Background: an optimization exercise with open tools, aiming at small area, a short achievable clock period and few clock cycles per item. Do not read the settings as production practice.
Power and IR drop assume default switching activity.

## pepper
==> flow/design.v <==
`timescale 10ns / 100ps
module divider #
(
    parameter   [16:0] REGMASK = (17'b1_1111_1111_1101_0000)
)(
    input           i_rstn          ,
    input           i_sclk          ,
    input           i_input_valid   ,
    input   [15:0]  i_dividend      ,
    input   [15:0]  i_divisor       ,
    output          o_output_valid  ,
    output  [15:0]  o_quotient      ,
    output  [15:0]  o_remainder
);
    wire    [15:0]  w_rem [0:16];
    wire    [15:0]  w_aq  [0:16];    
    wire    [15:0]  w_dvs [0:16];
    wire    [16:0]  w_vld;
    wire    [15:0]  s_rem [0:16];
    wire    [15:0]  s_aq  [0:16];
    wire    [15:0]  s_dvs [0:16];
    wire    [16:0]  s_vld;
    assign w_rem[0] = 16'd0;
    assign w_aq[0]  = i_dividend;
    assign w_dvs[0] = i_divisor;
    assign w_vld[0] = i_input_valid;
    genvar k;
    generate for (k = 0; k <= 16; k = k + 1) begin : stage
        if (k >= 1) begin : row
            wire    [k-1:0] x  = (k == 1) ? s_aq[k-1][15] : {s_rem[k-1][k-2 >= 0 ? k-2 : 0:0], s_aq[k-1][15]};
            wire    [k-1:0] bl = s_dvs[k-1][k-1:0];
            localparam integer L = 7;                  
            wire    [k-1:0] gi = x & ~bl;            
            wire    [k-1:0] ti = x | ~bl;            
            wire    [k-1:0] gg [0:L];
            wire    [k-1:0] pp [0:L];
            assign gg[0] = {gi[k-1:1], 1'b1};
            assign pp[0] = {ti[(k > 1 ? k-2 : 0):0], 1'b0};
            genvar l, j;
            for (l = 0; l < L; l = l + 1) begin : lvl
                for (j = 0; j < k; j = j + 1) begin : bt
                    localparam integer s  = (l < 4) ? l : 6 - l;
                    localparam integer ok = (l < 4) ? ((j + 1) % (2 << s) == 0)
                                                    : ((j + 1) % (2 << s) == (1 << s) && j >= (2 << s));
                    if (ok) begin : comb
                        localparam integer m = j - (1 << s);
                        assign gg[l+1][j] = gg[l][j] | (pp[l][j] & gg[l][m]);
                        assign pp[l+1][j] = pp[l][j] & pp[l][m];
                    end else begin : pass
                        assign gg[l+1][j] = gg[l][j];
                        assign pp[l+1][j] = pp[l][j];
                    end
                end
            end
            wire    [k:0]   c  = {ti & gg[L], 1'b1};
            wire            hz = (k == 16) ? 1'b1 : ~|(s_dvs[k-1] >> k);
            wire            q  = hz & c[k];
            wire    [k-1:0] r  = x ^ ({k{q}} & ~(bl ^ c[k-1:0]));
            assign w_rem[k] = {{(16-k){1'b0}}, r};
            assign w_aq[k]  = {s_aq[k-1][14:0], q};
            assign w_dvs[k] = s_dvs[k-1];
            assign w_vld[k] = s_vld[k-1];
        end
        if (REGMASK[k]) begin : pipe
            reg         r_vld;
            reg [15:0]  r_aq;
            always @(posedge i_sclk or negedge i_rstn)
                if (!i_rstn) r_vld <= 1'b0;
                else         r_vld <= w_vld[k];
            always @(posedge i_sclk)
                r_aq <= w_aq[k];
            assign s_vld[k] = r_vld;
            assign s_aq[k]  = r_aq;
            if (k >= 1) begin : rem
                reg [k-1:0] r_rem;
                always @(posedge i_sclk)
                    r_rem <= w_rem[k][k-1:0];
                assign s_rem[k] = {{(16-k){1'b0}}, r_rem};
            end else begin : norem
                assign s_rem[k] = 16'd0;
            end
            if (k < 16) begin : dvs
                reg [15:0] r_dvs;
                always @(posedge i_sclk)
                    r_dvs <= w_dvs[k];
                assign s_dvs[k] = r_dvs;
            end else begin : nodvs
                assign s_dvs[k] = 16'd0;
            end
        end else begin : thru
            assign s_vld[k] = w_vld[k];
            assign s_aq[k]  = w_aq[k];
            assign s_rem[k] = w_rem[k];
            assign s_dvs[k] = w_dvs[k];
        end
    end
    endgenerate
    assign o_output_valid = s_vld[16];
    assign o_quotient     = s_aq[16];
    assign o_remainder    = s_rem[16];
endmodule
export LEC_CHECK = 0
export ABC_AREA = 1
export CAP_MARGIN = 20
export CORE_MARGIN = 2
export CORE_UTILIZATION = 45
export CTS_CLUSTER_DIAMETER = 80
export CTS_CLUSTER_SIZE = 30
export PLACE_DENSITY = 0.6
export SETUP_SLACK_MARGIN = 3.3
export SLEW_MARGIN = 20
create_clock -name core_clock -period 5.5 [get_ports {i_sclk}]
standard.sh (not shown) runs the stock make flow with config.mk's settings and CLKGATE_MAP_FILE= SYNTH_SCRIPT=/design/flow/synth_recipe.tcl, a recipe that flattens the netlist after the stock synthesis.
==> flow/flow/run.sh <==
#!/bin/bash
# Standard synthesis, unchanged; then the standard layout with port buffers
# that the resizer may resize (no footprint matching).
set -e
bash standard.sh synth > synth.log 2>&1
bash standard.sh MATCH_CELL_FOOTPRINT=0 "BUFFER_PORTS_ARGS=-buffer_cell sky130_fd_sc_hd__buf_4" finish > layout.log 2>&1
diff inputs: pepper => amber
-- flow/design.v --
<<< pepper, line 2
module divider #
(
    parameter   [16:0] REGMASK = (17'b1_1111_1111_1101_0000)
)(
    input           i_rstn          ,
>>> amber, line 2
module divider #
(
    parameter   [16:0] REGMASK = (17'b1_1111_1111_0101_0100)
)(
    input           i_rstn          ,
On synthesized area: amber sits above pepper. On amber: shortest clock period the worst path allows after layout is 99 ps lower than what pepper gave. Non-clock buffer count delta for amber relative to pepper: 16 higher. Looking only at combinational share of power, and setting everything else aside, the lower value of pepper and amber goes to pepper. Clock network area share: pepper and amber compared, lower one is amber. amber ended up with a lower fraction of synthesized cell area in xor and xnor cells than pepper did. Having completed the whole flow, amber delivered a layout that passed the timing, DRC and antenna checks.
No functional check of the RTL was part of any run of this note.

========
divider, a different RTL version from the one above (not shown whole).
For scale: roughly 1300 cells after synthesis, ~330 flip-flops, roughly 68 I/O pins, about 0.014 mm2 of cells after synthesis.
==> module divider, before the edit <==
module divider #
(
    parameter   [16:0] REGMASK = (17'b1_1010_1010_1010_1000)
)(
    input           i_rstn          ,
    input           i_sclk          ,
    input           i_input_valid   ,
    input   [15:0]  i_dividend      ,
    input   [15:0]  i_divisor       ,
    output          o_output_valid  ,
    output  [15:0]  o_quotient      ,
    output  [15:0]  o_remainder
);
    wire    [15:0]  w_rem [0:16];
    wire    [15:0]  w_aq  [0:16];    
    wire    [15:0]  w_dvs [0:16];
    wire    [16:0]  w_vld;
    wire    [15:0]  s_rem [0:16];
    wire    [15:0]  s_aq  [0:16];
    wire    [15:0]  s_dvs [0:16];
    wire    [16:0]  s_vld;
    assign w_rem[0] = 16'd0;
    assign w_aq[0]  = i_dividend;
    assign w_dvs[0] = i_divisor;
    assign w_vld[0] = i_input_valid;
    genvar k;
    generate for (k = 0; k <= 16; k = k + 1) begin : stage
        if (k >= 1) begin : row
            wire    [k-1:0] x  = (k == 1) ? s_aq[k-1][15] : {s_rem[k-1][k-2 >= 0 ? k-2 : 0:0], s_aq[k-1][15]};
            wire    [k-1:0] bl = s_dvs[k-1][k-1:0];
            wire    [k:0]   d  = {1'b0, x} - {1'b0, bl};
            wire            hz = (k == 16) ? 1'b1 : ~|(s_dvs[k-1] >> k);
            wire            q  = hz & ~d[k];
            wire    [k-1:0] r  = q ? d[k-1:0] : x;
            assign w_rem[k] = {{(16-k){1'b0}}, r};
            assign w_aq[k]  = {s_aq[k-1][14:0], q};
            assign w_dvs[k] = s_dvs[k-1];
            assign w_vld[k] = s_vld[k-1];
        end
        if (REGMASK[k]) begin : pipe
            reg         r_vld;
            reg [15:0]  r_aq;
            always @(posedge i_sclk or negedge i_rstn)
                if (!i_rstn) r_vld <= 1'b0;
                else         r_vld <= w_vld[k];
            always @(posedge i_sclk)
                r_aq <= w_aq[k];
            assign s_vld[k] = r_vld;
            assign s_aq[k]  = r_aq;
            if (k >= 1) begin : rem
                reg [k-1:0] r_rem;
                always @(posedge i_sclk)
                    r_rem <= w_rem[k][k-1:0];
                assign s_rem[k] = {{(16-k){1'b0}}, r_rem};
            end else begin : norem
                assign s_rem[k] = 16'd0;
            end
            if (k < 16) begin : dvs
                reg [15:0] r_dvs;
                always @(posedge i_sclk)
                    r_dvs <= w_dvs[k];
                assign s_dvs[k] = r_dvs;
            end else begin : nodvs
                assign s_dvs[k] = 16'd0;
            end
        end else begin : thru
            assign s_vld[k] = w_vld[k];
            assign s_aq[k]  = w_aq[k];
            assign s_rem[k] = w_rem[k];
            assign s_dvs[k] = w_dvs[k];
        end
    end
    endgenerate
    assign o_output_valid = s_vld[16];
    assign o_quotient     = s_aq[16];
    assign o_remainder    = s_rem[16];
endmodule
clock: 5.5 ns
lec_check: 0
cap_margin: 20
core_margin: 2
core_utilization: 45
place_density: 0.6
slew_margin: 20
run.sh (not shown) runs the stock make flow with config.mk's settings and CLKGATE_MAP_FILE= SYNTH_SCRIPT=/design/flow/synth_recipe.tcl, a recipe that flattens the netlist after the stock synthesis.
Stock flow here: none of the scripts above is used.
Then changed:
--- a/flow/design.v
+++ b/flow/design.v
@@ -1,9 +1,9 @@
 `timescale 10ns / 100ps
 module divider #
 (
-    parameter   [16:0] REGMASK = (17'b1_1010_1010_1010_1000)
+    parameter   [16:0] REGMASK = (17'b1_1111_1111_1111_1000)
 )(
     input           i_rstn          ,
     input           i_sclk          ,
     input           i_input_valid   ,
     input   [15:0]  i_dividend      ,
The new run finished clean.
Die area goes up by about 35%.
Clock power came out higher by 72%.
Hold slack loses 27 ps.
Setup slack improved by 580 ps.
Count of clock-buffer cells in the layout increases by 38.
Total power came out higher by 56%.
Global-route usage fell by 2.3 points.
Core utilization increases by 0.40 points.
Clock skew rose by 17 ps.
Routed wire length went up by 13%.
Function was not checked in any run of this note: the RTL went through the layout flow alone.

========
== before ==
Another version of the RTL of divider (not shown whole).
For scale: roughly 68 I/O pins, ~22000 sq um of cells after synthesis.
==> module divider, before the edit <==
module divider #
(
    parameter   [16:0] REGMASK = (17'b1_1111_1111_1111_1100)
)(
    input           i_rstn          ,
    input           i_sclk          ,
    input           i_input_valid   ,
    input   [15:0]  i_dividend      ,
    input   [15:0]  i_divisor       ,
    output          o_output_valid  ,
    output  [15:0]  o_quotient      ,
    output  [15:0]  o_remainder
);
    wire    [15:0]  w_rem [0:16];
    wire    [15:0]  w_aq  [0:16];    
    wire    [15:0]  w_dvs [0:16];
    wire    [16:0]  w_vld;
    wire    [15:0]  s_rem [0:16];
    wire    [15:0]  s_aq  [0:16];
    wire    [15:0]  s_dvs [0:16];
    wire    [16:0]  s_vld;
    assign w_rem[0] = 16'd0;
    assign w_aq[0]  = i_dividend;
    assign w_dvs[0] = i_divisor;
    assign w_vld[0] = i_input_valid;
    genvar k;
    generate for (k = 0; k <= 16; k = k + 1) begin : stage
        if (k >= 1) begin : row
            wire    [k-1:0] x  = (k == 1) ? s_aq[k-1][15] : {s_rem[k-1][k-2 >= 0 ? k-2 : 0:0], s_aq[k-1][15]};
            wire    [k-1:0] bl = s_dvs[k-1][k-1:0];
            wire    [k:0]   d  = {1'b0, x} - {1'b0, bl};
            wire            hz = (k == 16) ? 1'b1 : ~|(s_dvs[k-1] >> k);
            wire            q  = hz & ~d[k];
            wire    [k-1:0] r  = q ? d[k-1:0] : x;
            assign w_rem[k] = {{(16-k){1'b0}}, r};
            assign w_aq[k]  = {s_aq[k-1][14:0], q};
            assign w_dvs[k] = s_dvs[k-1];
            assign w_vld[k] = s_vld[k-1];
        end
        if (REGMASK[k]) begin : pipe
            reg         r_vld;
            reg [15:0]  r_aq;
            always @(posedge i_sclk or negedge i_rstn)
                if (!i_rstn) r_vld <= 1'b0;
                else         r_vld <= w_vld[k];
            always @(posedge i_sclk)
                r_aq <= w_aq[k];
            assign s_vld[k] = r_vld;
            assign s_aq[k]  = r_aq;
            if (k >= 1) begin : rem
                reg [k-1:0] r_rem;
                always @(posedge i_sclk)
                    r_rem <= w_rem[k][k-1:0];
                assign s_rem[k] = {{(16-k){1'b0}}, r_rem};
            end else begin : norem
                assign s_rem[k] = 16'd0;
            end
            if (k < 16) begin : dvs
                reg [15:0] r_dvs;
                always @(posedge i_sclk)
                    r_dvs <= w_dvs[k];
                assign s_dvs[k] = r_dvs;
            end else begin : nodvs
                assign s_dvs[k] = 16'd0;
            end
        end else begin : thru
            assign s_vld[k] = w_vld[k];
            assign s_aq[k]  = w_aq[k];
            assign s_rem[k] = w_rem[k];
            assign s_dvs[k] = w_dvs[k];
        end
    end
    endgenerate
    assign o_output_valid = s_vld[16];
    assign o_quotient     = s_aq[16];
    assign o_remainder    = s_rem[16];
endmodule
Settings: LEC_CHECK=0, ABC_AREA=1, CAP_MARGIN=20, CORE_MARGIN=2, CORE_UTILIZATION=45, CTS_CLUSTER_DIAMETER=80, CTS_CLUSTER_SIZE=30, PLACE_DENSITY=0.6, SETUP_SLACK_MARGIN=3.0, SLEW_MARGIN=20; clock period 5.5 ns.
standard.sh (not shown) runs the stock make flow with config.mk's settings and CLKGATE_MAP_FILE= SYNTH_SCRIPT=/design/flow/synth_recipe.tcl, a recipe that flattens the netlist after the stock synthesis.
Scripts as last shown in full above: flow/flow/run.sh
> inputs changed (before -> after)
diff --git a/flow/design.v b/flow/design.v
--- a/flow/design.v
+++ b/flow/design.v
@@ -2,5 +2,5 @@
 module divider #
 (
-    parameter   [16:0] REGMASK = (17'b1_1111_1111_1111_1100)
+    parameter   [16:0] REGMASK = (17'b1_1111_1111_1111_1110)
 )(
     input           i_rstn          ,
@@ -30,8 +30,28 @@
             wire    [k-1:0] x  = (k == 1) ? s_aq[k-1][15] : {s_rem[k-1][k-2 >= 0 ? k-2 : 0:0], s_aq[k-1][15]};
             wire    [k-1:0] bl = s_dvs[k-1][k-1:0];
-            wire    [k:0]   d  = {1'b0, x} - {1'b0, bl};
+            localparam integer L = $clog2(k) + 1;
+            wire    [k-1:0] gi = x & ~bl;            
+            wire    [k-1:0] ti = x | ~bl;            
+            wire    [k-1:0] gg [0:L];
+            wire    [k-1:0] pp [0:L];
+            assign gg[0] = {gi[k-1:1], 1'b1};
+            assign pp[0] = {ti[(k > 1 ? k-2 : 0):0], 1'b0};
+            genvar l, j;
+            for (l = 0; l < L; l = l + 1) begin : lvl
+                for (j = 0; j < k; j = j + 1) begin : bt
+                    if ((j >> l) & 1) begin : comb
+                        localparam integer m = ((j >> l) << l) - 1;
+                        assign gg[l+1][j] = gg[l][j] | (pp[l][j] & gg[l][m]);
+                        assign pp[l+1][j] = pp[l][j] & pp[l][m];
+                    end else begin : pass
+                        assign gg[l+1][j] = gg[l][j];
+                        assign pp[l+1][j] = pp[l][j];
+                    end
+                end
+            end
+            wire    [k:0]   c  = {ti & gg[L], 1'b1};
             wire            hz = (k == 16) ? 1'b1 : ~|(s_dvs[k-1] >> k);
-            wire            q  = hz & ~d[k];
-            wire    [k-1:0] r  = q ? d[k-1:0] : x;
+            wire            q  = hz & c[k];
+            wire    [k-1:0] r  = x ^ ({k{q}} & ~(bl ^ c[k-1:0]));
             assign w_rem[k] = {{(16-k){1'b0}}, r};
             assign w_aq[k]  = {s_aq[k-1][14:0], q};
--- outcome ---
Detailed-router iteration count before antenna repair on after is up relative to before. Going from before to after, the longest individual stage delay on the worst path was found to have gone down by 0.04 ns. Async set or reset register ratio after synthesis of after is on par with before. Highest net fanout along the worst path on after is down relative to before. NOTE count of sequential standard cells before->after increased by a few percent. after: sequential portion of the cell area higher than before. On after: power is 4.2% lower than what before gave. after against before: proportion of power drawn by combinational gates went down by 6.7 points; data arrival time of the critical path went down by 1.75 ns. Taking before as the reference, in after clock network power consumption rose by about 2%; wire length lower; first-pass GRT wire length went down about 22%.
Function was not checked in any run of this note: the RTL went through the layout flow alone.

========
== the baseline ==
divider, a different RTL version from the one above (not shown whole).
Size: roughly 68 I/O pins, roughly 18,000 um2 of cells after synthesis.
==> module divider, before the edit <==
module divider #
(
    parameter   [16:0] REGMASK = (17'b1_1111_1111_1110_1000),
    parameter   [16:0] FASTMASK = (17'b0_0000_0000_0011_0000)
)(
    input           i_rstn          ,
    input           i_sclk          ,
    input           i_input_valid   ,
    input   [15:0]  i_dividend      ,
    input   [15:0]  i_divisor       ,
    output          o_output_valid  ,
    output  [15:0]  o_quotient      ,
    output  [15:0]  o_remainder
);
    wire    [15:0]  w_rem [0:16];
    wire    [15:0]  w_aq  [0:16];    
    wire    [15:0]  w_dvs [0:16];
    wire    [16:0]  w_vld;
    wire    [15:0]  s_rem [0:16];
    wire    [15:0]  s_aq  [0:16];
    wire    [15:0]  s_dvs [0:16];
    wire    [16:0]  s_vld;
    assign w_rem[0] = 16'd0;
    assign w_aq[0]  = i_dividend;
    assign w_dvs[0] = i_divisor;
    assign w_vld[0] = i_input_valid;
    genvar k;
    generate for (k = 0; k <= 16; k = k + 1) begin : stage
        if (k >= 1) begin : row
            wire    [k-1:0] x  = (k == 1) ? s_aq[k-1][15] : {s_rem[k-1][k-2 >= 0 ? k-2 : 0:0], s_aq[k-1][15]};
            wire    [k-1:0] bl = s_dvs[k-1][k-1:0];
            localparam integer L = 7;                  
            wire    [k-1:0] gi = x & ~bl;            
            wire    [k-1:0] ti = x | ~bl;            
            wire    [k-1:0] gg [0:L];
            wire    [k-1:0] pp [0:L];
            assign gg[0] = {gi[k-1:1], 1'b1};
            assign pp[0] = {ti[(k > 1 ? k-2 : 0):0], 1'b0};
            genvar l, j;
            for (l = 0; l < L; l = l + 1) begin : lvl
                for (j = 0; j < k; j = j + 1) begin : bt
                    localparam integer s  = (l < 4) ? l : 6 - l;
                    localparam integer ok = FASTMASK[k] ? (l < 4 && ((j >> l) & 1))
                                          : (l < 4) ? ((j + 1) % (2 << s) == 0)
                                          : ((j + 1) % (2 << s) == (1 << s) && j >= (2 << s));
                    if (ok) begin : comb
                        localparam integer m = FASTMASK[k] ? ((j >> l) << l) - 1 : j - (1 << s);
                        assign gg[l+1][j] = gg[l][j] | (pp[l][j] & gg[l][m]);
                        assign pp[l+1][j] = pp[l][j] & pp[l][m];
                    end else begin : pass
                        assign gg[l+1][j] = gg[l][j];
                        assign pp[l+1][j] = pp[l][j];
                    end
                end
            end
            wire    [k:0]   c  = {ti & gg[L], 1'b1};
            wire            hz = (k == 16) ? 1'b1 : ~|(s_dvs[k-1] >> k);
            wire            q  = hz & c[k];
            wire    [k-1:0] r  = x ^ ({k{q}} & ~(bl ^ c[k-1:0]));
            assign w_rem[k] = {{(16-k){1'b0}}, r};
            assign w_aq[k]  = {s_aq[k-1][14:0], q};
            assign w_dvs[k] = s_dvs[k-1];
            assign w_vld[k] = s_vld[k-1];
        end
        if (REGMASK[k]) begin : pipe
            reg         r_vld;
            reg [15:0]  r_aq;
            always @(posedge i_sclk or negedge i_rstn)
                if (!i_rstn) r_vld <= 1'b0;
                else         r_vld <= w_vld[k];
            always @(posedge i_sclk)
                r_aq <= w_aq[k];
            assign s_vld[k] = r_vld;
            assign s_aq[k]  = r_aq;
            if (k >= 1) begin : rem
                reg [k-1:0] r_rem;
                always @(posedge i_sclk)
                    r_rem <= w_rem[k][k-1:0];
                assign s_rem[k] = {{(16-k){1'b0}}, r_rem};
            end else begin : norem
                assign s_rem[k] = 16'd0;
            end
            if (k < 16) begin : dvs
                reg [15:0] r_dvs;
                always @(posedge i_sclk)
                    r_dvs <= w_dvs[k];
                assign s_dvs[k] = r_dvs;
            end else begin : nodvs
                assign s_dvs[k] = 16'd0;
            end
        end else begin : thru
            assign s_vld[k] = w_vld[k];
            assign s_aq[k]  = w_aq[k];
            assign s_rem[k] = w_rem[k];
            assign s_dvs[k] = w_dvs[k];
        end
    end
    endgenerate
    assign o_output_valid = s_vld[16];
    assign o_quotient     = s_aq[16];
    assign o_remainder    = s_rem[16];
endmodule
clock: 5.5 ns
lec_check: 0
abc_area: 1
cap_margin: 20
core_margin: 2
core_utilization: 45
cts_cluster_diameter: 80
cts_cluster_size: 30
place_density: 0.6
setup_slack_margin: 3.3
slew_margin: 20
Scripts as last shown in full above: flow/flow/run.sh
### the baseline -> the candidate
--- a/flow/design.v
+++ b/flow/design.v
@@ -1,11 +1,10 @@
 `timescale 10ns / 100ps
 module divider #
 (
-    parameter   [16:0] REGMASK = (17'b1_1111_1111_1110_1000),
-    parameter   [16:0] FASTMASK = (17'b0_0000_0000_0011_0000)
+    parameter   [16:0] REGMASK = (17'b1_1111_1111_1111_1110)
 )(
     input           i_rstn          ,
     input           i_sclk          ,
     input           i_input_valid   ,
     input   [15:0]  i_dividend      ,
     input   [15:0]  i_divisor       ,
@@ -38,17 +37,16 @@
             assign gg[0] = {gi[k-1:1], 1'b1};
             assign pp[0] = {ti[(k > 1 ? k-2 : 0):0], 1'b0};
             genvar l, j;
             for (l = 0; l < L; l = l + 1) begin : lvl
                 for (j = 0; j < k; j = j + 1) begin : bt
                     localparam integer s  = (l < 4) ? l : 6 - l;
-                    localparam integer ok = FASTMASK[k] ? (l < 4 && ((j >> l) & 1))
-                                          : (l < 4) ? ((j + 1) % (2 << s) == 0)
-                                          : ((j + 1) % (2 << s) == (1 << s) && j >= (2 << s));
+                    localparam integer ok = (l < 4) ? ((j + 1) % (2 << s) == 0)
+                                                    : ((j + 1) % (2 << s) == (1 << s) && j >= (2 << s));
                     if (ok) begin : comb
-                        localparam integer m = FASTMASK[k] ? ((j >> l) << l) - 1 : j - (1 << s);
+                        localparam integer m = j - (1 << s);
                         assign gg[l+1][j] = gg[l][j] | (pp[l][j] & gg[l][m]);
                         assign pp[l+1][j] = pp[l][j] & pp[l][m];
                     end else begin : pass
                         assign gg[l+1][j] = gg[l][j];
                         assign pp[l+1][j] = pp[l][j];
                     end
==> run notes <==
- Full die area delta for the candidate relative to the baseline: 13% higher
- The y dimension of the die number comes out lower for the baseline vs the candidate.
- The baseline → the candidate: area share of and/or/nand/nor cells after synthesis moved down, final critical-path setup slack rose 17 ps.
- Note that the clock sink total recorded for the candidate amounts to 1.20 times the value seen in the baseline.
- ~same clock skew in the candidate and the baseline
- From the baseline to the candidate the numbers moved as follows: non-clock buffer area fraction after layout now sits lower, number of detailed-route iterations in the first pass now sits higher, synthesized area now sits higher.
- Maximum clock insertion buffer count came out exactly the same in the candidate and the baseline.
- Compared with the baseline, in the candidate global-route wire length before repair has increased; width of the die has increased.
Function was not checked in any run of this note: the RTL went through the layout flow alone.

static timing again, ports no longer ideal:
In the flow no input, the clock included, has a driving cell. The finished layouts below were timed again as built, in two steps.
Step 1: set_driving_cell puts a clkbuf_16 on i_sclk and a buf_2 on each other input, an assumption about the parent block.
Step 2, shift: input delay + t, output delay - t, t = (earliest + latest rising clock arrival at the registers) / 2. This alone moves slack from input paths to output paths.
a / b / c = ideal ports / drivers / drivers and shift; a / b = the first two.
run	t, ns	setup slack, ns	pins driven straight from the clock port
pepper	0.603	3.061 / 3.061 / 2.548	1
amber	0.593	3.160 / 3.160 / 2.832	1
the first run of note 2	0.566	0.579 / 0.579 / 0.264	1
the second run of note 2	0.652	1.157 / 1.190 / 0.538	1
before	0.655	3.206 / 3.206 / 2.633	1
after	0.645	3.306 / 3.255 / 3.366	1
the baseline	0.623	3.325 / 3.275 / 2.873	1
the candidate	0.615	3.342 / 3.289 / 3.419	1
After both steps setup and hold are still met in every run listed. For the second run of note 2, which loses most, drivers alone change the setup slack by +0.033 ns; drivers and shift together by -0.619 ns.
